This is an optimization exercise on Yosys and OpenROAD, whose aim is small area, not a production implementation. Where RTL was checked, it was by simulation tests only, not by an equivalence proof against the original. The flow treats the clock pin as an ideal source. Dropping or thinning the clock tree relies on that and would not hold on a real chip. Power is estimated from default activity; no workload was simulated.

==> flow/design.v <==
`timescale 1ns / 1ps
module HC_SR04_module (
    input  clk,
    input  reset,
    input  start_trigger,
    input  data,
    output start_tick,
    output [15:0] o_data,
    output done
);
    localparam IDLE = 2'd0, START = 2'd1, WAIT = 2'd2, DATA = 2'd3;
    reg [6:0] div;
    wire tick = div[6] & div[5] & ~div[4] & ~div[2] & div[1] & div[0];
    reg [1:0] state;
    reg [8:0] q;
    reg [5:0] r;
    reg done_reg;
    wire in_start = (state == START);
    wire in_data  = (state == DATA);
    wire r_last   = r[5] & r[4] & r[3] & r[0];          
    wire r_ninth  = r[3] & r[0];                        
    wire q_last   = q[8] & q[7] & q[3] & q[2] & q[1] & q[0];  
    wire count    = in_data & data & tick;
    assign start_tick = in_start & (r != 6'd0);
    assign o_data = {7'd0, q};
    assign done = done_reg;
    always @(posedge clk, posedge reset) begin
        if (reset) begin
            div <= 7'h23;
        end else begin
            div <= {div[5:0], div[6] ^ div[0] ^ tick};
        end
    end
    always @(posedge clk, posedge reset) begin
        if (reset) begin
            state <= IDLE;
            q <= 9'd0;
            done_reg <= 1'b0;
        end else begin
            done_reg <= in_data & ~data;
            case (state)
                IDLE:  if (start_trigger) state <= START;
                START: if (tick) begin
                    q <= 9'd0;
                    if (r_ninth) state <= WAIT;
                end
                WAIT:  if (data) state <= DATA;
                DATA:  if (!data) state <= IDLE;
                       else if (tick && r_last) begin
                           q <= q + 9'd1;
                           if (q_last) state <= IDLE;
                       end
            endcase
        end
    end
    always @(posedge clk) begin
        if (!state[0])
            r <= 6'd0;
        else if (tick && (in_start || data))
            r <= r_last ? 6'd0 : r + 6'd1;
    end
endmodule
Settings: LEC_CHECK=0, ABC_AREA=0, ABC_CLOCK_PERIOD_IN_PS=100000, CAP_MARGIN=20, CORE_MARGIN=2, CORE_UTILIZATION=70, CTS_BUF_LIST=sky130_fd_sc_hd__clkbuf_8, CTS_CLUSTER_SIZE=30, SLEW_MARGIN=20; clock period 12.0 ns.
standard.sh (not shown) runs the stock make flow with config.mk's settings and CLKGATE_MAP_FILE= SYNTH_SCRIPT=/design/flow/synth_recipe.tcl, a recipe that flattens the netlist after the stock synthesis.
==> flow/flow/run.sh <==
#!/bin/bash
# Own layout flow: standard synthesis, then an area re-mapping of its combinational logic
# (registers untouched), then the standard ORFS layout with small port buffers.
set -euo pipefail
W=$PWD
R=$W/orfs/results/$FLOW_PLATFORM/HC_SR04_module/base
F=$W/flow
bash standard.sh synth > $W/log_1_standard_synth.txt 2>&1
cp $R/1_2_yosys.v $W/std_1_2_yosys.v
LIB=$FLOW_HOME/platforms/sky130hd/lib/sky130_fd_sc_hd__tt_025C_1v80.lib \
DONT="sky130_fd_sc_hd__probe_p_8 sky130_fd_sc_hd__probec_p_8 sky130_fd_sc_hd__lpflow_*" \
IN=$W/std_1_2_yosys.v OUT=$W/resyn.v TOP=$FLOW_TOP ABC_SCRIPT=$F/area.abc \
  yosys -c $F/resyn.tcl > $W/log_2_resyn.txt 2>&1
cp $W/resyn.v $R/1_2_yosys.v
rm -f $R/1_synth.odb $R/1_synth.sdc
bash standard.sh BUFFER_PORTS_ARGS="-buffer_cell sky130_fd_sc_hd__buf_1" SKIP_REPAIR_TIE_FANOUT=1 finish > $W/log_3_layout.txt 2>&1
==> flow/flow/area.abc <==
strash
&get -n
&deepsyn -T 20
&put
dch -f
&get -n
&nf -a
&put
==> flow/flow/resyn.tcl <==
# Re-map the combinational logic of the standard synthesis netlist for area.
# Flip-flops (and tie cells) are kept as the very same instances, names and cell types.
yosys -import
set lib $::env(LIB)
read_liberty -ignore_miss_func $lib
read_verilog $::env(IN)
hierarchy -top $::env(TOP)
set keep {}
set used [lsort -unique [regexp -all -inline {sky130_fd_sc_hd__\w+} [read [open $::env(IN)]]]]
foreach t $used {
  if {[regexp {^sky130_fd_sc_hd__(df|conb_)} $t]} {
    setattr -mod -set keep_hierarchy 1 $t
    lappend keep $t
  }
}
flatten
hierarchy -top $::env(TOP)
foreach t $keep { blackbox $t }
opt_clean -purge
set dont {}
foreach c $::env(DONT) { lappend dont -dont_use $c }
abc -liberty $lib {*}$dont -script $::env(ABC_SCRIPT)
opt_clean -purge
stat -liberty $lib
write_verilog -noattr -nohex -nodec $::env(OUT)
The baseline went through all stages and came out clean.
Edit:
--- a/flow/flow/run.sh
+++ b/flow/flow/run.sh
@@ -2,3 +2,4 @@
 # Own layout flow: standard synthesis, then an area re-mapping of its combinational logic
-# (registers untouched), then the standard ORFS layout with small port buffers.
+# (registers untouched), then the standard ORFS layout with small port buffers and one clock buffer
+# (flow/pre_cts.tcl) in place of a clock tree.
 set -euo pipefail
@@ -15,2 +16,4 @@
 rm -f $R/1_synth.odb $R/1_synth.sdc
-bash standard.sh BUFFER_PORTS_ARGS="-buffer_cell sky130_fd_sc_hd__buf_1" SKIP_REPAIR_TIE_FANOUT=1 finish > $W/log_3_layout.txt 2>&1
+bash standard.sh BUFFER_PORTS_ARGS="-buffer_cell sky130_fd_sc_hd__buf_1" SKIP_REPAIR_TIE_FANOUT=1 \
+  PRE_CTS_TCL=$F/pre_cts.tcl CTS_ARGS="-sink_clustering_enable -repair_clock_nets -clk_nets clk -buf_list sky130_fd_sc_hd__clkbuf_16" \
+  finish > $W/log_3_layout.txt 2>&1
==> flow/flow/pre_cts.tcl (new file) <==
# Drive the flip-flops' clock pins from one clock buffer placed at their centroid.
set sx 0; set sy 0; set n 0
foreach p [get_pins -hierarchical */CLK] {
  set inst [[sta::sta_to_db_pin $p] getInst]
  set bb [$inst getBBox]
  set sx [expr {$sx + ([$bb xMin] + [$bb xMax]) / 2.0}]
  set sy [expr {$sy + ([$bb yMin] + [$bb yMax]) / 2.0}]
  incr n
}
set dbu [[ord::get_db_tech] getDbUnitsPerMicron]
set x [expr {$sx / $n / $dbu}]
set y [expr {$sy / $n / $dbu}]
puts "clock buffer at $x $y for $n sinks"
insert_buffer -buffer_cell sky130_fd_sc_hd__clkbuf_16 -net clk -buffer_name clkbuf_root -location [list $x $y]
--- a/flow/config.mk
+++ b/flow/config.mk
@@ -13,3 +13,2 @@
 export CTS_BUF_LIST = sky130_fd_sc_hd__clkbuf_8
-export CTS_CLUSTER_SIZE = 30
 export SLEW_MARGIN = 20
Outcome:
- sequential cell count stays the same
- worst hold slack stays flat
- setup slack got worse by 10 ps
- first-iteration DRC count came out lower by 77%
- final area drops by 2.1%
- via count went down by 4.2%
- clock power shrinks by 32%
- routed wire length shrinks by 15%
No functional check of the RTL was part of any run of this note.

---

north:
HC_SR04_module, a different RTL version from the one above (not shown whole).
Size in the first run: roughly 160 cells after synthesis, roughly 25 flip-flops, about 22 I/O pins.
==> flow/config.mk <==
export PLATFORM = sky130hd
export DESIGN_NAME = HC_SR04_module
export DESIGN_NICKNAME = HC_SR04_module
export VERILOG_FILES = /design/flow/design.v
export SDC_FILE = /design/flow/constraint.sdc
export NUM_CORES = 4
export LEC_CHECK = 0
export ABC_AREA = 0
export ABC_CLOCK_PERIOD_IN_PS = 100000
export CAP_MARGIN = 20
export CORE_MARGIN = 2
export CORE_UTILIZATION = 70
export CTS_BUF_LIST = sky130_fd_sc_hd__clkbuf_8
export SLEW_MARGIN = 20
==> flow/constraint.sdc <==
create_clock -name core_clock -period 12.0 [get_ports {clk}]
set_input_delay 2.4000 -clock core_clock [delete_from_list [all_inputs] [get_ports {clk}]]
set_output_delay 2.4000 -clock core_clock [all_outputs]
set_load 0.01 [all_outputs]
run.sh (not shown) runs the stock make flow with config.mk's settings and CLKGATE_MAP_FILE= SYNTH_SCRIPT=/design/flow/synth_recipe.tcl, a recipe that flattens the netlist after the stock synthesis.
Stock flow here: none of the scripts above is used.
## Diff of input files: south against north
- CORE_UTILIZATION: 70 -> 40
- ABC_AREA: 0 -> 1
- ABC_CLOCK_PERIOD_IN_PS: 100000 -> unset
### Flow results
- Per-instance average area after synthesis | south below north
- The run showing the greater share of final layout cell area taken by non-clock buffers is north.
- | global-route wire length before repair | south vs north | about 1.7% higher |
- Cmp south vs north: synthesis-to-layout area growth higher in south
- On south: combinational power is about 2400% higher than what north gave.
- Between north and south, adder and majority cell fraction of the synthesized area decreased.
- For the met2 layer wire length in the routed design, south came in 17% lower than north did.
- Cmp south and north / first-iteration DRC count / lower: south
- Side by side, worst setup slack turned out higher in south than in north.
- south -> north: endpoint required time on the critical path flat
## Diff of input files: east against south
- CORE_UTILIZATION now 70, was 40
### Flow results
Share of power burned in the clock network: east lower than south. Against south, east reports a via count of the first global-routing pass that is higher. Diff south -> east: actual slew at the worst max-slew pin decreased 0.012 ns; global-route wire length before repair increased 96 um; wire length increased 8.3%; share of the clock period used by the worst path after layout essentially unchanged; fmax essentially unchanged. Between east and south, the setup slack of the critical path after layout figures differ only marginally. Lower cell area was reported by east, not south.
## Diff of input files: west against east
- ABC_AREA changed from 1 to 0
- ABC_CLOCK_PERIOD_IN_PS newly set to 100000
==> flow/flow/run.sh (new file) <==
#!/bin/bash
# Own layout flow: standard synthesis, then an area re-mapping of its combinational logic
# (registers untouched), then the standard ORFS layout with small port buffers.
set -euo pipefail
W=$PWD
R=$W/orfs/results/$FLOW_PLATFORM/HC_SR04_module/base
F=$W/flow
bash standard.sh synth > $W/log_1_standard_synth.txt 2>&1
cp $R/1_2_yosys.v $W/std_1_2_yosys.v
LIB=$FLOW_HOME/platforms/sky130hd/lib/sky130_fd_sc_hd__tt_025C_1v80.lib \
DONT="sky130_fd_sc_hd__probe_p_8 sky130_fd_sc_hd__probec_p_8 sky130_fd_sc_hd__lpflow_*" \
IN=$W/std_1_2_yosys.v OUT=$W/resyn.v TOP=$FLOW_TOP ABC_SCRIPT=$F/area.abc \
  yosys -c $F/resyn.tcl > $W/log_2_resyn.txt 2>&1
cp $W/resyn.v $R/1_2_yosys.v
rm -f $R/1_synth.odb $R/1_synth.sdc
bash standard.sh BUFFER_PORTS_ARGS="-buffer_cell sky130_fd_sc_hd__buf_1" SKIP_REPAIR_TIE_FANOUT=1 finish > $W/log_3_layout.txt 2>&1
==> flow/flow/area.abc (new file) <==
strash
&get -n
&deepsyn -T 20
&put
dch -f
&get -n
&nf -a
&put
==> flow/flow/resyn.tcl (new file) <==
# Re-map the combinational logic of the standard synthesis netlist for area.
# Flip-flops (and tie cells) are kept as the very same instances, names and cell types.
yosys -import
set lib $::env(LIB)
read_liberty -ignore_miss_func $lib
read_verilog $::env(IN)
hierarchy -top $::env(TOP)
set keep {}
foreach c [split [tee -q -s result.string select -list t:sky130_fd_sc_hd__df* t:sky130_fd_sc_hd__conb_*] "\n"] {}
foreach t [lsort -unique [regexp -all -inline {sky130_fd_sc_hd__(?:df|conb_)\w+} [tee -q -s result.string ls]]] {}
set used [lsort -unique [regexp -all -inline {sky130_fd_sc_hd__\w+} [read [open $::env(IN)]]]]
foreach t $used {
  if {[regexp {^sky130_fd_sc_hd__(df|conb_)} $t]} {
    setattr -mod -set keep_hierarchy 1 $t
    lappend keep $t
  }
}
flatten
hierarchy -top $::env(TOP)
foreach t $keep { blackbox $t }
opt_clean -purge
set dont {}
foreach c $::env(DONT) { lappend dont -dont_use $c }
abc -liberty $lib {*}$dont -script $::env(ABC_SCRIPT)
opt_clean -purge
stat -liberty $lib
write_verilog -noattr -nohex -nodec $::env(OUT)
==> flow/standard.sh (new file) <==
#!/bin/bash
# synth_recipe.tcl (not shown) runs the flow's synth.tcl, then flattens the netlist and writes it again
# the make line also repeats each setting of config.mk as NAME=value (left out here)
make -C /OpenROAD-flow-scripts/flow DESIGN_CONFIG=/design/flow/config.mk WORK_HOME=/design/flow/orfs CLKGATE_MAP_FILE= SYNTH_SCRIPT=/design/flow/synth_recipe.tcl "${@:-finish}"
removed: flow/run.sh
In summary, west completed successfully, with a layout that passed the timing, design-rule and antenna checks.
west: post-synthesis to final-layout area growth is 0.90 points higher than what east reported.
Compared with east, west shows a final cell utilization of the core that is 5.1 points higher.
Diff west and east: total length of routed wires higher in east
west vs. east: clock network power consumption decreased by about 4.5% relative to the old numbers, wire length of the first global-routing pass decreased by 1700 um relative to the old numbers.

---

willow:
HC_SR04_module, a different RTL version from the one above (not shown whole).
For scale: roughly 22 I/O pins, ~950 um^2 of cells after synthesis.
Settings: LEC_CHECK=0, ABC_AREA=0, ABC_CLOCK_PERIOD_IN_PS=100000, CAP_MARGIN=20, CORE_MARGIN=2, CORE_UTILIZATION=70, CTS_BUF_LIST=sky130_fd_sc_hd__clkbuf_8, SLEW_MARGIN=20; clock period 12.0 ns.
standard.sh (not shown) runs the stock make flow with config.mk's settings and CLKGATE_MAP_FILE= SYNTH_SCRIPT=/design/flow/synth_recipe.tcl, a recipe that flattens the netlist after the stock synthesis.
==> flow/flow/run.sh <==
#!/bin/bash
# Own layout flow: standard synthesis, then an area re-mapping of its combinational logic
# (registers untouched), then the standard ORFS layout with small port buffers and one clock buffer
# (flow/pre_cts.tcl) in place of a clock tree.
set -euo pipefail
W=$PWD
R=$W/orfs/results/$FLOW_PLATFORM/HC_SR04_module/base
F=$W/flow
bash standard.sh synth > $W/log_1_standard_synth.txt 2>&1
cp $R/1_2_yosys.v $W/std_1_2_yosys.v
LIB=$FLOW_HOME/platforms/sky130hd/lib/sky130_fd_sc_hd__tt_025C_1v80.lib \
DONT="sky130_fd_sc_hd__probe_p_8 sky130_fd_sc_hd__probec_p_8 sky130_fd_sc_hd__lpflow_*" \
IN=$W/std_1_2_yosys.v OUT=$W/resyn.v TOP=$FLOW_TOP ABC_SCRIPT=$F/area.abc \
  yosys -c $F/resyn.tcl > $W/log_2_resyn.txt 2>&1
cp $W/resyn.v $R/1_2_yosys.v
rm -f $R/1_synth.odb $R/1_synth.sdc
bash standard.sh BUFFER_PORTS_ARGS="-buffer_cell sky130_fd_sc_hd__buf_1" SKIP_REPAIR_TIE_FANOUT=1 \
  PRE_CTS_TCL=$F/pre_cts.tcl CTS_ARGS="-sink_clustering_enable -repair_clock_nets -clk_nets clk -buf_list sky130_fd_sc_hd__clkbuf_16" \
  finish > $W/log_3_layout.txt 2>&1
==> flow/flow/area.abc <==
strash
&get -n
&deepsyn -T 20
&put
dch -f
&get -n
&nf -a
&put
==> flow/flow/pre_cts.tcl <==
# Drive the flip-flops' clock pins from a few clock buffers, each placed at the centroid
# of the group of flip-flops it drives (groups split along the longer side).
set bufcell sky130_fd_sc_hd__buf_4
set ngroups 2
set dbu [[ord::get_db_tech] getDbUnitsPerMicron]
set sinks {}
foreach p [get_pins -hierarchical */CLK] {
  set bb [[[sta::sta_to_db_pin $p] getInst] getBBox]
  lappend sinks [list [expr {([$bb xMin] + [$bb xMax]) / 2.0}] [expr {([$bb yMin] + [$bb yMax]) / 2.0}] $p]
}
set xs [lmap s $sinks {lindex $s 0}]; set ys [lmap s $sinks {lindex $s 1}]
set w [expr {[tcl::mathfunc::max {*}$xs] - [tcl::mathfunc::min {*}$xs]}]
set h [expr {[tcl::mathfunc::max {*}$ys] - [tcl::mathfunc::min {*}$ys]}]
set key [expr {$w >= $h ? 0 : 1}]
set sinks [lsort -real -index $key $sinks]
set n [llength $sinks]
for {set g 0} {$g < $ngroups} {incr g} {
  set lo [expr {$g * $n / $ngroups}]
  set hi [expr {($g + 1) * $n / $ngroups - 1}]
  set grp [lrange $sinks $lo $hi]
  set sx 0; set sy 0; set pins {}
  foreach s $grp { set sx [expr {$sx + [lindex $s 0]}]; set sy [expr {$sy + [lindex $s 1]}]; lappend pins [lindex $s 2] }
  set k [llength $grp]
  set x [expr {$sx / $k / $dbu}]; set y [expr {$sy / $k / $dbu}]
  puts "clock buffer $g at $x $y for $k sinks"
  insert_buffer -buffer_cell $bufcell -net clk -load_pins $pins -buffer_name clkbuf_$g -location [list $x $y]
}
Other scripts of this flow, unchanged in this note and not shown: flow/flow/resyn.tcl
The inputs of fjord differ from those of willow as listed below.
diff --git a/flow/flow/run.sh b/flow/flow/run.sh
--- a/flow/flow/run.sh
+++ b/flow/flow/run.sh
@@ -18 +18 @@
-  PRE_CTS_TCL=$F/pre_cts.tcl CTS_ARGS="-sink_clustering_enable -repair_clock_nets -clk_nets clk -buf_list sky130_fd_sc_hd__clkbuf_16" \
+  PRE_CTS_TCL=$F/pre_cts.tcl \
==> flow/flow/pre_cts.tcl <==
# Clock distribution for this small design: instead of a clock tree, the flip-flops'
# clock pins are split into 2 groups along the longer side of their spread, and
# each group is driven by one buf_4 placed at the group's centroid, fed by the clock port.
set bufcell sky130_fd_sc_hd__buf_4
set ngroups 2
set dbu [[ord::get_db_tech] getDbUnitsPerMicron]
set sinks {}
foreach p [get_pins -hierarchical */CLK] {
  set bb [[[sta::sta_to_db_pin $p] getInst] getBBox]
  lappend sinks [list [expr {([$bb xMin] + [$bb xMax]) / 2.0}] [expr {([$bb yMin] + [$bb yMax]) / 2.0}] $p]
}
set xs [lmap s $sinks {lindex $s 0}]
set ys [lmap s $sinks {lindex $s 1}]
set w [expr {[tcl::mathfunc::max {*}$xs] - [tcl::mathfunc::min {*}$xs]}]
set h [expr {[tcl::mathfunc::max {*}$ys] - [tcl::mathfunc::min {*}$ys]}]
set sinks [lsort -real -index [expr {$w >= $h ? 0 : 1}] $sinks]
set n [llength $sinks]
for {set g 0} {$g < $ngroups} {incr g} {
  set grp [lrange $sinks [expr {$g * $n / $ngroups}] [expr {($g + 1) * $n / $ngroups - 1}]]
  set sx 0
  set sy 0
  set pins {}
  foreach s $grp {
    set sx [expr {$sx + [lindex $s 0]}]
    set sy [expr {$sy + [lindex $s 1]}]
    lappend pins [lindex $s 2]
  }
  set k [llength $grp]
  set x [expr {$sx / $k / $dbu}]
  set y [expr {$sy / $k / $dbu}]
  puts "clock buffer $g ($bufcell) at $x $y for $k sinks"
  insert_buffer -buffer_cell $bufcell -net clk -load_pins $pins -buffer_name clkbuf_$g -location [list $x $y]
}

# The clock is distributed; the CTS step's clock_tree_synthesis call has nothing left to do.
rename clock_tree_synthesis orfs_clock_tree_synthesis
proc clock_tree_synthesis {args} {
  puts "clock_tree_synthesis skipped: clock buffers inserted by pre_cts.tcl"
}
### Flow results
Relative to willow, combinational fraction of design power has gone up in fjord.
Sort fjord and willow by final period utilization desc -> top: fjord
Per the final summary, fjord finished and its layout is clean on timing, DRC and antenna.
The run with more routed wire is willow, not fjord.
On worst-case hold slack, fjord does worse than willow.
NOTE: least setup slack across all paths after layout in fjord falls short of that of willow
diff inputs: fjord => lagoon
- setting CORE_AREA to 2 2 62 62 for the first time
- removing CORE_MARGIN (formerly 2)
- removing CTS_BUF_LIST (formerly sky130_fd_sc_hd__clkbuf_8)
- removing CORE_UTILIZATION (formerly 70)
- setting PLACE_DENSITY to 0.9 for the first time
- setting DIE_AREA to 0 0 64 64 for the first time
==> flow/flow/area.abc <==
strash
dc2
&get -n
&deepsyn -T 20
&put
dch -f
&get -n
&nf -a -R 1000
&put
mfs2 -a
strash
dch -f
amap
diff --git a/flow/flow/pre_cts.tcl b/flow/flow/pre_cts.tcl
--- a/flow/flow/pre_cts.tcl
+++ b/flow/flow/pre_cts.tcl
@@ -2,4 +2,4 @@
-# clock pins are split into 2 groups along the longer side of their spread, and
-# each group is driven by one buf_4 placed at the group's centroid, fed by the clock port.
-set bufcell sky130_fd_sc_hd__buf_4
-set ngroups 2
+# clock pins are split into 1 groups along the longer side of their spread, and
+# each group is driven by one buf_12 placed at the group's centroid, fed by the clock port.
+set bufcell sky130_fd_sc_hd__buf_12
+set ngroups 1
Results
- Most utilized layer in the global route result: met1 -> lagoon, met2 -> fjord
- Note that the combinational power recorded for lagoon amounts to 0.77 times the value seen in fjord.
- lagoon ended up with more standard cells than fjord.
- Comparing lagoon and fjord, the higher proportion of cell area occupied by multi-input gates is on fjord.
- Area growth from synthesis to final layout in lagoon vs fjord: up 4.3 points
- In lagoon the final design area excluding fillers turned out about 0.6% higher than in fjord.
- Diff lagoon..fjord | setup violation total in the final timing report | unchanged
The following lists how cedar was set up differently from lagoon:
- a deleted DIE_AREA that had been 0 0 64 64
- an added CTS_BUF_LIST of sky130_fd_sc_hd__clkbuf_8
- an added CORE_UTILIZATION of 70
- a deleted CORE_AREA that had been 2 2 62 62
- a deleted PLACE_DENSITY that had been 0.9
- an added CORE_MARGIN of 2
==> flow/flow/area.abc <==
strash
&get -n
&deepsyn -T 20
&put
dch -f
&get -n
&nf -a
&put
Notes after the runs:
- The higher power per cell area came out of cedar.
- In summary, cedar completed successfully, with a layout that passed the timing, design-rule and antenna checks.
- Compared with lagoon, cedar shows critical path buffer and inverter count higher by 1.
- Compared with lagoon, in cedar setup slack of the critical path after layout went up 210 ps, sequential share of layout area held, core utilization went up 51 points, fraction of area in multi-input gates went up 5.8 points.
- In the flow results for cedar and lagoon, the maximum fanout along the worst path is larger on cedar.
- lagoon has a lower routed length per instance than cedar.
The clock cells of fjord, lagoon and cedar come from the design's own scripts or RTL, not from TritonCTS.

[port drivers added, routing unchanged]
No port has a modelled driver above. Below, the same layouts with a new extraction and two added sets of constraints.
Step 1, drivers: a clkbuf_16 drives clk and a buf_2 each remaining input, both assumed.
Step 2 times the ports against the registers' clock, not the clock port: input delays grow and output delays shrink by t, the midpoint of the rising clock arrivals with the driver on.
Slacks: no drivers / after step 1 / after step 2; pairs: no drivers / after step 1.
run | t (ns) | slack for setup (ns) | latest minus earliest clock arrival (ns) | worst register clock-pin slew, ns | cell pins on the clock port's net
the first run of note 1 | 0.294 | 8.088 / 8.083 / 7.789 | 0.005 / 0.006 | 0.09 / 0.09 | 1
the second run of note 1 | 0.180 | 8.078 / 8.076 / 7.896 | 0.008 / 0.008 | 0.09 / 0.09 | 1
north | 0.285 | 7.758 / 7.735 / 7.868 | 0.003 / 0.003 | 0.08 / 0.08 | 1
south | 0.301 | 7.801 / 7.776 / 8.078 | 0.003 / 0.003 | 0.09 / 0.09 | 1
east | 0.297 | 7.804 / 7.781 / 8.078 | 0.004 / 0.004 | 0.09 / 0.09 | 1
west | 0.292 | 8.022 / 8.026 / 7.734 | 0.008 / 0.008 | 0.09 / 0.09 | 1
willow | 0.415 | 8.070 / 8.078 / 7.663 | 0.003 / 0.003 | 0.12 / 0.12 | 1
fjord | 0.171 | 7.842 / 7.844 / 7.673 | 0.010 / 0.010 | 0.11 / 0.11 | 2
lagoon | 0.157 | 7.607 / 7.607 / 7.450 | 0.003 / 0.003 | 0.09 / 0.09 | 1
cedar | 0.153 | 7.817 / 7.821 / 7.668 | 0.004 / 0.004 | 0.09 / 0.09 | 1
After both steps setup and hold are still met in every run listed. The setup slack of willow, which loses most, moves by +0.008 ns with the drivers and by -0.407 ns with both steps.
